Context: an optimization exercise on an open-source flow, tuned for small area and a short achievable clock period. The choices shown serve that exercise and are no tape-out recipe. RTL that was checked went through simulation tests only; none was proved equivalent to the original. The clock input has no modelled driver; a real chip could not lean on it and would need a root buffer or a full tree. No activity file was given, so power comes from the tool's default toggle rates.

run 1:
Design Kernel, start of the top module:
module Kernel(
    input  [7:0]  pixel_in,
    input         clk,
    input         rst_n,
    input         rst_clk,
    output [31:0] z_out,
    output        slow_clk_out
);
clock: 3.0 ns
lec_check: 0
cap_margin: 20
core_margin: 2
core_utilization: 40
setup_slack_margin: 1.55
slew_margin: 20
standard.sh (not shown) runs the stock make flow with config.mk's settings and CLKGATE_MAP_FILE= SYNTH_SCRIPT=/design/flow/synth_recipe.tcl, a recipe that flattens the netlist after the stock synthesis.
==> flow/flow/run.sh <==
#!/bin/bash
# The standard layout (standard.sh), with these changes:
#  - CTS arguments below (no dummy loads, chosen clock buffers);
#  - buf_2 port buffers; one tie cell for the constant outputs;
#  - after the standard synthesis, fixfa.py flips full adders that Yosys
#    built with inverted inputs and outputs back to true polarity (same
#    function, fewer inverters); registers are untouched.
# make's output goes to flow_*.log here; each step's log is under orfs/logs.
set -euo pipefail
ARGS=(
  "CTS_ARGS=-sink_clustering_enable -repair_clock_nets -dont_use_dummy_load -buf_list sky130_fd_sc_hd__clkbuf_16 -root_buf sky130_fd_sc_hd__clkbuf_16 -sink_clustering_size 24 -sink_clustering_max_diameter 60"
  "BUFFER_PORTS_ARGS=-buffer_cell sky130_fd_sc_hd__buf_2"
  SKIP_REPAIR_TIE_FANOUT=1
)
R=orfs/results/sky130hd/Kernel/base
bash standard.sh "${ARGS[@]}" synth > flow_synth.log 2>&1
python3 flow/fixfa.py $R/1_2_yosys.v $R/1_2_yosys_fixfa.v > fixfa.log 2>&1
cp $R/1_2_yosys.v $R/1_2_yosys_orig.v
mv $R/1_2_yosys_fixfa.v $R/1_2_yosys.v
bash standard.sh "${ARGS[@]}" finish > flow_finish.log 2>&1
Other scripts of this flow, unchanged in this note and not shown: flow/flow/fixfa.py
> inputs changed (run 1 -> run 2)
-- flow/flow/run.sh --
<<< run 1, line 9
set -euo pipefail
ARGS=(
  "CTS_ARGS=-sink_clustering_enable -repair_clock_nets -dont_use_dummy_load -buf_list sky130_fd_sc_hd__clkbuf_16 -root_buf sky130_fd_sc_hd__clkbuf_16 -sink_clustering_size 24 -sink_clustering_max_diameter 60"
  "BUFFER_PORTS_ARGS=-buffer_cell sky130_fd_sc_hd__buf_2"
  SKIP_REPAIR_TIE_FANOUT=1
>>> run 2, line 9
set -euo pipefail
ARGS=(
  "CTS_ARGS=-sink_clustering_enable -repair_clock_nets -dont_use_dummy_load -buf_list sky130_fd_sc_hd__clkbuf_16 -root_buf sky130_fd_sc_hd__clkbuf_16 -sink_clustering_size 30 -sink_clustering_max_diameter 60"
  "BUFFER_PORTS_ARGS=-buffer_cell sky130_fd_sc_hd__buf_2"
  SKIP_REPAIR_TIE_FANOUT=1
### Flow results
Ratio of final minimum period to clock period: run 1 vs run 2 identical
Run 1 | stages: all done | timing, DRC, antenna: all pass
Run 2 ended with every stage complete and zero timing, DRC or antenna violations.
Re global routing met1 resource utilization: no difference whatsoever between run 1 and run 2.
As far as pin slew with the least headroom to its limit goes, run 1 and run 2 are indistinguishable; the numbers are identical.
Diff run 1..run 2 | post-detailed-route count of antenna-violating nets | unchanged
Comparing run 1 with run 2, the logic depth of the worst setup path including buffers came out essentially unchanged.
## Diff of input files: run 3 against run 2
-- flow/flow/run.sh --
<<< run 2, line 9
set -euo pipefail
ARGS=(
  "CTS_ARGS=-sink_clustering_enable -repair_clock_nets -dont_use_dummy_load -buf_list sky130_fd_sc_hd__clkbuf_16 -root_buf sky130_fd_sc_hd__clkbuf_16 -sink_clustering_size 30 -sink_clustering_max_diameter 60"
  "BUFFER_PORTS_ARGS=-buffer_cell sky130_fd_sc_hd__buf_2"
  SKIP_REPAIR_TIE_FANOUT=1
>>> run 3, line 9
set -euo pipefail
ARGS=(
  "CTS_ARGS=-sink_clustering_enable -repair_clock_nets -dont_use_dummy_load -buf_list sky130_fd_sc_hd__clkbuf_8 -root_buf sky130_fd_sc_hd__clkbuf_16"
  "BUFFER_PORTS_ARGS=-buffer_cell sky130_fd_sc_hd__buf_2"
  SKIP_REPAIR_TIE_FANOUT=1
==> run notes <==
Against run 2, via count in run 3 came out worse.
The clock power share of run 3 falls short of that of run 2 by 8.3 points.
Comparing run 2 against run 3, there is no change at all in minimum setup slack after placement.
Timing-limited maximum frequency (higher): run 3
What run 2 reported for total power has to be multiplied by 0.880 to get the figure for run 3.
Sequential share of layout area (lower): run 2
Run 2 → run 3: clock period minus final worst setup slack went down by 38 ps; non-clock buffer count went down by 3.6%; total length of routed wires went down by 0.84%.
Run 3 leaves more setup margin than run 2.
#### Input delta (run 4 over run 3)
- PLACE_DENSITY newly set to 0.75
- CORE_UTILIZATION changed from 40 to 65
[summary]
Run 4 went all the way through synthesis, placement and routing and the layout is clean on timing, DRC and antenna. Power: run 3 vs run 4, no meaningful difference. In the metrics for run 3 and run 4, the one carrying the higher register fraction of the total cell area is run 4. Of run 3 and run 4, the run reporting the lower met1 layer usage reported by global route was run 3. Global-route total usage across every layer (run 4 over run 3): increase, 6.5 points. The synthesis-to-layout area growth of run 4 falls short of that of run 3 by 2.5 points. Going from run 3 to run 4, setup slack saw an increase, clock skew after layout saw a decrease, post-placement setup slack saw a decrease.

JK:
Another version of the RTL of Kernel (not shown whole).
Size: roughly 390 cells after synthesis, roughly 210 flip-flops, about 44 I/O pins, ~5700 sq um of cells after synthesis.
export LEC_CHECK = 0
export CAP_MARGIN = 20
export CORE_MARGIN = 2
export CORE_UTILIZATION = 40
export SETUP_SLACK_MARGIN = 1.5
export SLEW_MARGIN = 20
create_clock -name core_clock -period 3.0 [get_ports {clk}]
==> flow/flow/run.sh <==
#!/bin/bash
set -euo pipefail
bash standard.sh \
  "CTS_ARGS=-sink_clustering_enable -repair_clock_nets -dont_use_dummy_load -buf_list sky130_fd_sc_hd__clkbuf_8" \
  "BUFFER_PORTS_ARGS=-buffer_cell sky130_fd_sc_hd__buf_2" \
  SKIP_REPAIR_TIE_FANOUT=1 \
  finish > flow.log 2>&1
The inputs of MS differ from those of JK as listed below.
==> flow/run.sh (new file) <==
#!/bin/bash
# synth_recipe.tcl (not shown) runs the flow's synth.tcl, then flattens the netlist and writes it again
# the make line also repeats each setting of config.mk as NAME=value (left out here)
make -C /OpenROAD-flow-scripts/flow DESIGN_CONFIG=/design/flow/config.mk WORK_HOME=/design/flow/orfs CLKGATE_MAP_FILE= SYNTH_SCRIPT=/design/flow/synth_recipe.tcl finish
diff --git a/flow/config.mk b/flow/config.mk
--- a/flow/config.mk
+++ b/flow/config.mk
@@ -9,4 +9,3 @@
 export CORE_MARGIN = 2
 export CORE_UTILIZATION = 40
-export SETUP_SLACK_MARGIN = 1.5
 export SLEW_MARGIN = 20
removed: flow/flow/run.sh
removed: flow/standard.sh
Findings:
MS vs JK: routed wire length up by a few percent
Compared with JK, post-route total power in MS increased by more than 10%.
Between JK and MS, the fraction of power consumed by the clock network is higher for MS.
Against JK, MS comes in 9.8% higher on routed length on met1.
[compare] base=JK new=MS: final cell count went up by 4.0%, design area went up by 340 sq um.
The following lists how AL was set up differently from MS:
==> flow/flow/run.sh (new file) <==
#!/bin/bash
set -euo pipefail
bash standard.sh \
  "CTS_ARGS=-sink_clustering_enable -repair_clock_nets -dont_use_dummy_load -buf_list sky130_fd_sc_hd__clkbuf_8" \
  "BUFFER_PORTS_ARGS=-buffer_cell sky130_fd_sc_hd__buf_2" \
  finish > flow.log 2>&1
==> flow/standard.sh (new file) <==
#!/bin/bash
# synth_recipe.tcl (not shown) runs the flow's synth.tcl, then flattens the netlist and writes it again
# the make line also repeats each setting of config.mk as NAME=value (left out here)
make -C /OpenROAD-flow-scripts/flow DESIGN_CONFIG=/design/flow/config.mk WORK_HOME=/design/flow/orfs CLKGATE_MAP_FILE= SYNTH_SCRIPT=/design/flow/synth_recipe.tcl "${@:-finish}"
diff --git a/flow/config.mk b/flow/config.mk
--- a/flow/config.mk
+++ b/flow/config.mk
@@ -9,3 +9,4 @@
 export CORE_MARGIN = 2
 export CORE_UTILIZATION = 40
+export SETUP_SLACK_MARGIN = 1.5
 export SLEW_MARGIN = 20
removed: flow/run.sh
Reported for MS and AL, area enclosed by the die boundary turned out identical to the last digit.
[compare] base=MS new=AL: final critical-path required period has decreased; count of cell types in the netlist has remained practically unchanged; via count has remained practically unchanged; max-slew violation count has remained practically unchanged.
| hold slack | AL vs MS | ≈ equal |
AL ended up with a lower first-iteration DRC count than MS did.
Comparing MS and AL, multi-input combinational cell area is higher on AL.
The higher portion of total power attributed to the clock network of MS and AL is in MS.
Total met2 wirelength after detailed routing, MS and AL: higher on MS
Diff MS -> AL | power | down by more than 10%
No functional check of the RTL was part of any run of this note.

Setup of v18:
The RTL this note starts from:
==> flow/design.v <==
module fa(input a, input b, input c, output s, output co);
    assign s  = a ^ b ^ c;
    assign co = (a & b) | (c & (a ^ b));
endmodule
module add2(input [1:0] a, input [1:0] b, input ci, output [1:0] s, output co);
    wire c0;
    fa f0 (.a(a[0]), .b(b[0]), .c(ci), .s(s[0]), .co(c0));
    fa f1 (.a(a[1]), .b(b[1]), .c(c0), .s(s[1]), .co(co));
endmodule
module Kernel(
    input  [7:0]  pixel_in,
    input         clk,
    input         rst_n,
    input         rst_clk,
    output [31:0] z_out,
    output        slow_clk_out
);
    reg [2:0] j;
    reg       j2;
    always @(posedge clk or negedge rst_clk) begin
        if (!rst_clk) j <= 3'b000;
        else          j <= {j[1], j[0], ~j2};
    end
    always @(posedge clk) j2 <= j[1] & rst_clk;
    assign slow_clk_out = j[2];
    wire c5_nx = j[0] & ~j[1];       
    reg  slot;                       
    always @(posedge clk) slot <= c5_nx;
    wire at_c1 = j[1] & ~j[0];       
    reg rst_seen, rst_prev;
    wire seen_nx = ~rst_n | (rst_seen & ~slot);
    wire prev_nx = slot ? rst_seen : rst_prev;
    wire kill_nx = seen_nx | (prev_nx & ~c5_nx);
    always @(posedge clk) begin
        rst_seen <= seen_nx;
        rst_prev <= prev_nx;
    end
    reg [3:0] n;                     
    always @(posedge clk) begin
        if (!rst_n)                  n <= 4'd0;
        else if (slot && n != 4'd13) n <= n + 4'd1;
    end
    wire v_lane = rst_n & ~j2 & (n >= 4'd6);
    wire v_reg  = rst_n & j2 & j[0] & (n >= 4'd7);
    wire w_lane = rst_n & ~j2 & (n >= 4'd12);
    wire w_reg  = rst_n & j2 & j[0] & (n >= 4'd13);
    reg [3:0] ev;
    reg [6:0] od;
    reg       x_lo;                  
    always @(posedge clk) begin
        if (slot) begin
            ev[3:1] <= {pixel_in[6], pixel_in[4], pixel_in[2]};
            od[6:4] <= {pixel_in[7], pixel_in[5], pixel_in[3]};
            od[2:0] <= 3'b000;
        end else begin
            ev[3:1] <= {1'b0, ev[3:2]};
            od[6:4] <= {1'b0, od[6:5]};
            od[2:0] <= od[3:1];
        end
        ev[0] <= slot ? pixel_in[0] : ev[1];
        od[3] <= slot ? pixel_in[1] : od[4];
        x_lo  <= od[3] & ~slot;
    end
    wire [1:0] x1 = {od[3], ev[0]};      
    wire [1:0] x2 = {ev[0], x_lo};       
    reg [70:1] lane;
    always @(posedge clk) lane <= {lane[69:1], j2 ? ev[0] : od[0]};
    reg [1:0] hb [1:12];                 
    integer k;
    always @(posedge clk) begin
        if (at_c1) begin
            hb[1] <= {od[5], ev[2]};
            for (k = 2; k <= 12; k = k + 1) hb[k] <= hb[k-1];
        end
    end
    reg [1:0] v, w;
    always @(posedge clk) begin
        v <= ({2{v_lane}} & {lane[30], lane[33]}) | ({2{v_reg}} & hb[6]);
        w <= ({2{w_lane}} & {lane[66], lane[69]}) | ({2{w_reg}} & hb[12]);
    end
    reg v_lo, w_lo;
    wire [1:0] v2 = {v[0], v_lo};
    wire [1:0] w2 = {w[0], w_lo};
    wire [1:0] r, s, q, s1, c1, t2in, z;
    wire       r_co, s_co, q_co, s1_co, c1_co, t2_co, z_co;
    reg        r_cy, s_cy, q_cy, s1_cy, c1_cy, t2_cy, z_cy;
    reg  [1:0] r_q, r_qq, s_q, q_q, s1_q;
    reg  [9:0] t3, t2;               
    add2 a_r  (.a(v),    .b(w2),   .ci(r_cy),  .s(r),    .co(r_co));
    add2 a_s  (.a(v2),   .b(w),    .ci(s_cy),  .s(s),    .co(s_co));
    add2 a_q  (.a(r_q),  .b(t2[9:8]), .ci(q_cy),  .s(q),    .co(q_co));
    add2 a_s1 (.a(s_q),  .b(t3[9:8]), .ci(s1_cy), .s(s1),   .co(s1_co));
    add2 a_c1 (.a(x2),   .b(r_qq), .ci(c1_cy), .s(c1),   .co(c1_co));
    add2 a_t2 (.a(x1),   .b(s1_q), .ci(t2_cy), .s(t2in), .co(t2_co));
    add2 a_z  (.a(x2),   .b(q_q),  .ci(z_cy),  .s(z),    .co(z_co));
    always @(posedge clk or negedge rst_n) begin
        if (!rst_n) begin
            v_lo <= 1'b0;  w_lo <= 1'b0;
            r_cy <= 1'b0;  s_cy <= 1'b0;  q_cy <= 1'b0;  s1_cy <= 1'b0;
            r_q  <= 2'b00; r_qq <= 2'b00; s_q <= 2'b00; q_q <= 2'b00; s1_q <= 2'b00;
        end else begin
            v_lo <= v[1];  w_lo <= w[1];
            r_cy <= r_co;  s_cy <= s_co;  q_cy <= q_co;  s1_cy <= s1_co;
            r_q  <= r;     r_qq <= r_q;   s_q <= s;      q_q <= q;      s1_q <= s1;
        end
    end
    always @(posedge clk) begin
        c1_cy <= c1_co;  t2_cy <= t2_co;  z_cy <= z_co;
        t3[7:0] <= {t3[5:0], c1};
        t3[9:8] <= t3[7:6] & {2{~kill_nx}};
        t2[7:0] <= {t2[5:0], t2in};
        t2[9:8] <= t2[7:6] & {2{~kill_nx}};
    end
    reg [9:0]  zs;      
    reg [11:0] zr;
    wire [1:0] ztop = {q_q[1] ^ (q_q[0] & z_cy), q_q[0] ^ z_cy};
    always @(posedge clk) begin
        zs <= {z, zs[9:2]};
        if (!rst_n)    zr <= 12'd0;
        else if (slot) zr <= rst_seen ? 12'd0 : {ztop, zs};
    end
    assign z_out = {20'd0, zr};
endmodule
export LEC_CHECK = 0
export CAP_MARGIN = 20
export CORE_MARGIN = 2
export CORE_UTILIZATION = 65
export PLACE_DENSITY = 0.75
export SETUP_SLACK_MARGIN = 1.65
export SLEW_MARGIN = 20
create_clock -name core_clock -period 3.0 [get_ports {clk}]
==> flow/flow/run.sh <==
#!/bin/bash
# The standard layout (standard.sh), with these changes:
#  - clock tree: flow/cts8.tcl (PRE_CTS_TCL) replaces TritonCTS (see there);
#  - buf_2 port buffers; one tie cell for the constant outputs;
#  - after the standard synthesis, fixfa.py flips full adders that Yosys
#    built with inverted inputs and outputs back to true polarity (same
#    function, fewer inverters); registers are untouched.
# make's output goes to flow_*.log here; each step's log is under orfs/logs.
set -euo pipefail
ARGS=(
  "PRE_CTS_TCL=$PWD/flow/cts8.tcl"
  "BUFFER_PORTS_ARGS=-buffer_cell sky130_fd_sc_hd__buf_2"
  SKIP_REPAIR_TIE_FANOUT=1
)
R=orfs/results/sky130hd/Kernel/base
bash standard.sh "${ARGS[@]}" synth > flow_synth.log 2>&1
python3 flow/fixfa.py $R/1_2_yosys.v $R/1_2_yosys_fixfa.v > fixfa.log 2>&1
cp $R/1_2_yosys.v $R/1_2_yosys_orig.v
mv $R/1_2_yosys_fixfa.v $R/1_2_yosys.v
bash standard.sh "${ARGS[@]}" finish > flow_finish.log 2>&1
Other scripts of this flow, unchanged in this note and not shown: flow/flow/cts8.tcl, flow/flow/fixfa.py
Relative to v18, the following input files were edited for v44:
# v18
export LEC_CHECK = 0
export CAP_MARGIN = 20
export CORE_MARGIN = 2
export CORE_UTILIZATION = 65
export PLACE_DENSITY = 0.75
export SETUP_SLACK_MARGIN = 1.65
export SLEW_MARGIN = 20
create_clock -name core_clock -period 3.0 [get_ports {clk}]
# v44
export LEC_CHECK = 0
export CAP_MARGIN = 20
export CORE_MARGIN = 2
export CORE_UTILIZATION = 78
export PLACE_DENSITY = 0.88
export SETUP_SLACK_MARGIN = 1.6
export SLEW_MARGIN = 20
create_clock -name core_clock -period 3.0 [get_ports {clk}]
- Going from v18 to v44, power density over the cells increased by about 3.6% relative to the old numbers, post-layout minimum cycle time increased by 0.0082 ns relative to the old numbers.
- Summary: worst hold slack, v44 worse than v18
- Setup WNS v18 -> v44: worse
- Run comparison: v18 type of the worst setup path flip-flop to flip-flop; v44 type of the worst setup path flip-flop to output pin
- v18 -> v44: remaining global-route overflow delta 0, exact match
- Higher worst endpoint required time was reported by v18, not v44.
Here is what was changed in the inputs of v17 compared with v44.
# v44
export LEC_CHECK = 0
export CAP_MARGIN = 20
export CORE_MARGIN = 2
export CORE_UTILIZATION = 78
export PLACE_DENSITY = 0.88
export SETUP_SLACK_MARGIN = 1.6
export SLEW_MARGIN = 20
create_clock -name core_clock -period 3.0 [get_ports {clk}]
# v17
export LEC_CHECK = 0
export CAP_MARGIN = 20
export CORE_MARGIN = 2
export CORE_UTILIZATION = 65
export PLACE_DENSITY = 0.75
export SETUP_SLACK_MARGIN = 1.7
export SLEW_MARGIN = 20
create_clock -name core_clock -period 3.0 [get_ports {clk}]
-- flow/flow/run.sh --
<<< v44, line 6
#    built with inverted inputs and outputs back to true polarity (same
#    function, fewer inverters); registers are untouched.
# make's output goes to flow_*.log here; each step's log is under orfs/logs.
>>> v17, line 6
#    built with inverted inputs and outputs back to true polarity (same
#    function, fewer inverters) and rebuilds each from two xor2 and a maj3,
#    which are faster; registers are untouched.
# make's output goes to flow_*.log here; each step's log is under orfs/logs.
<<< v44, line 16
bash standard.sh "${ARGS[@]}" synth > flow_synth.log 2>&1
python3 flow/fixfa.py $R/1_2_yosys.v $R/1_2_yosys_fixfa.v > fixfa.log 2>&1
cp $R/1_2_yosys.v $R/1_2_yosys_orig.v
>>> v17, line 17
bash standard.sh "${ARGS[@]}" synth > flow_synth.log 2>&1
python3 flow/fixfa.py --split $R/1_2_yosys.v $R/1_2_yosys_fixfa.v > fixfa.log 2>&1
cp $R/1_2_yosys.v $R/1_2_yosys_orig.v
Findings:
Taking v44 as the reference, in v17 worst hold slack after final layout shows a reduction of 0.0086 ns; number of cells upsized or downsized after cts grew by 23. Die area up about 21% in v17 wrt v44. v17 vs v44 on setup slack: v17 is the lower one. Share of cell area taken by flip-flops and latches: v17 lower than v44. Compared with v44, v17 shows mapped cell area higher by 2.1%. On v17: clock group share of total power is 0.3 points lower than what v44 gave. Compared with v44, placement density in the core of v17 is lower. Summary of v17 over v44: die extent in x increased by about 10% relative to the old numbers; number of cells produced by synthesis has increased.
### v17 -> v45
# v17
export LEC_CHECK = 0
export CAP_MARGIN = 20
export CORE_MARGIN = 2
export CORE_UTILIZATION = 65
export PLACE_DENSITY = 0.75
export SETUP_SLACK_MARGIN = 1.7
export SLEW_MARGIN = 20
create_clock -name core_clock -period 3.0 [get_ports {clk}]
# v45
export LEC_CHECK = 0
export CAP_MARGIN = 20
export CORE_MARGIN = 2
export CORE_UTILIZATION = 55
export PLACE_DENSITY = 0.65
export SETUP_SLACK_MARGIN = 1.6
export SLEW_MARGIN = 20
create_clock -name core_clock -period 3.0 [get_ports {clk}]
-- flow/flow/run.sh --
<<< v17, line 6
#    built with inverted inputs and outputs back to true polarity (same
#    function, fewer inverters) and rebuilds each from two xor2 and a maj3,
#    which are faster; registers are untouched.
# make's output goes to flow_*.log here; each step's log is under orfs/logs.
>>> v45, line 6
#    built with inverted inputs and outputs back to true polarity (same
#    function, fewer inverters); registers are untouched.
# make's output goes to flow_*.log here; each step's log is under orfs/logs.
<<< v17, line 17
bash standard.sh "${ARGS[@]}" synth > flow_synth.log 2>&1
python3 flow/fixfa.py --split $R/1_2_yosys.v $R/1_2_yosys_fixfa.v > fixfa.log 2>&1
cp $R/1_2_yosys.v $R/1_2_yosys_orig.v
>>> v45, line 16
bash standard.sh "${ARGS[@]}" synth > flow_synth.log 2>&1
python3 flow/fixfa.py $R/1_2_yosys.v $R/1_2_yosys_fixfa.v > fixfa.log 2>&1
cp $R/1_2_yosys.v $R/1_2_yosys_orig.v
## What came out
v45: no failed stages, no open violations at the end. Taking v17 as the reference, in v45 layout overhead on the synthesized area fell by 2.9 points; number of buffers inserted to repair setup after CTS fell by 3. The clock power share on v45 is in line with that on v17. Summary: final area, v45 better than v17. Cell area after placement in v45 is about 2% lower than in v17.
No run of this note takes its clock network from TritonCTS; it comes from the design's own scripts or RTL.

## static timing again, ports no longer ideal
In the flow no input, the clock included, has a driving cell. The finished layouts below were timed again as built, in two steps.
Step 1 sets driving cells, clkbuf_16 on the clock port and buf_2 on the other inputs (assumed; they add their load-dependent delay and slew).
Step 2 also shifts input and output timing later by t, the mid clock arrival at the registers, as if the neighbouring blocks saw the same clock.
Slacks: ideal ports / drivers / drivers and shift; pairs: ideal ports / drivers.
run | t, ns | slack for setup (ns) | worst setup path after step 2 | worst data-port slew with drivers (ns) | cell pins on the clock port's net
run 1 | 0.445 | 1.514 / 1.474 / 1.430 | input to register | 0.03 | 1
run 2 | 0.445 | 1.514 / 1.474 / 1.430 | input to register | 0.03 | 1
run 3 | 0.393 | 1.552 / 1.513 / 1.379 | input to register | 0.03 | 1
run 4 | 0.389 | 1.557 / 1.525 / 1.334 | input to register | 0.03 | 1
JK | 0.535 | 1.390 / 1.357 / 1.335 | input to register | 0.03 | 1
MS | 0.512 | 1.023 / 0.985 / 1.067 | input to register | 0.03 | 1
AL | 0.530 | 1.382 / 1.349 / 1.358 | input to register | 0.03 | 1
v18 | 0.338 | 1.613 / 1.578 / 1.435 | input to register | 0.03 | 4
v44 | 0.344 | 1.605 / 1.543 / 1.428 | input to register | 0.05 | 4
v17 | 0.342 | 1.581 / 1.523 / 1.480 | input to register | 0.04 | 4
v45 | 0.341 | 1.630 / 1.569 / 1.459 | input to register | 0.03 | 4
After both steps every run listed still meets setup and hold. For run 4, which loses most, drivers alone change the setup slack by -0.032 ns; drivers and shift together by -0.223 ns.
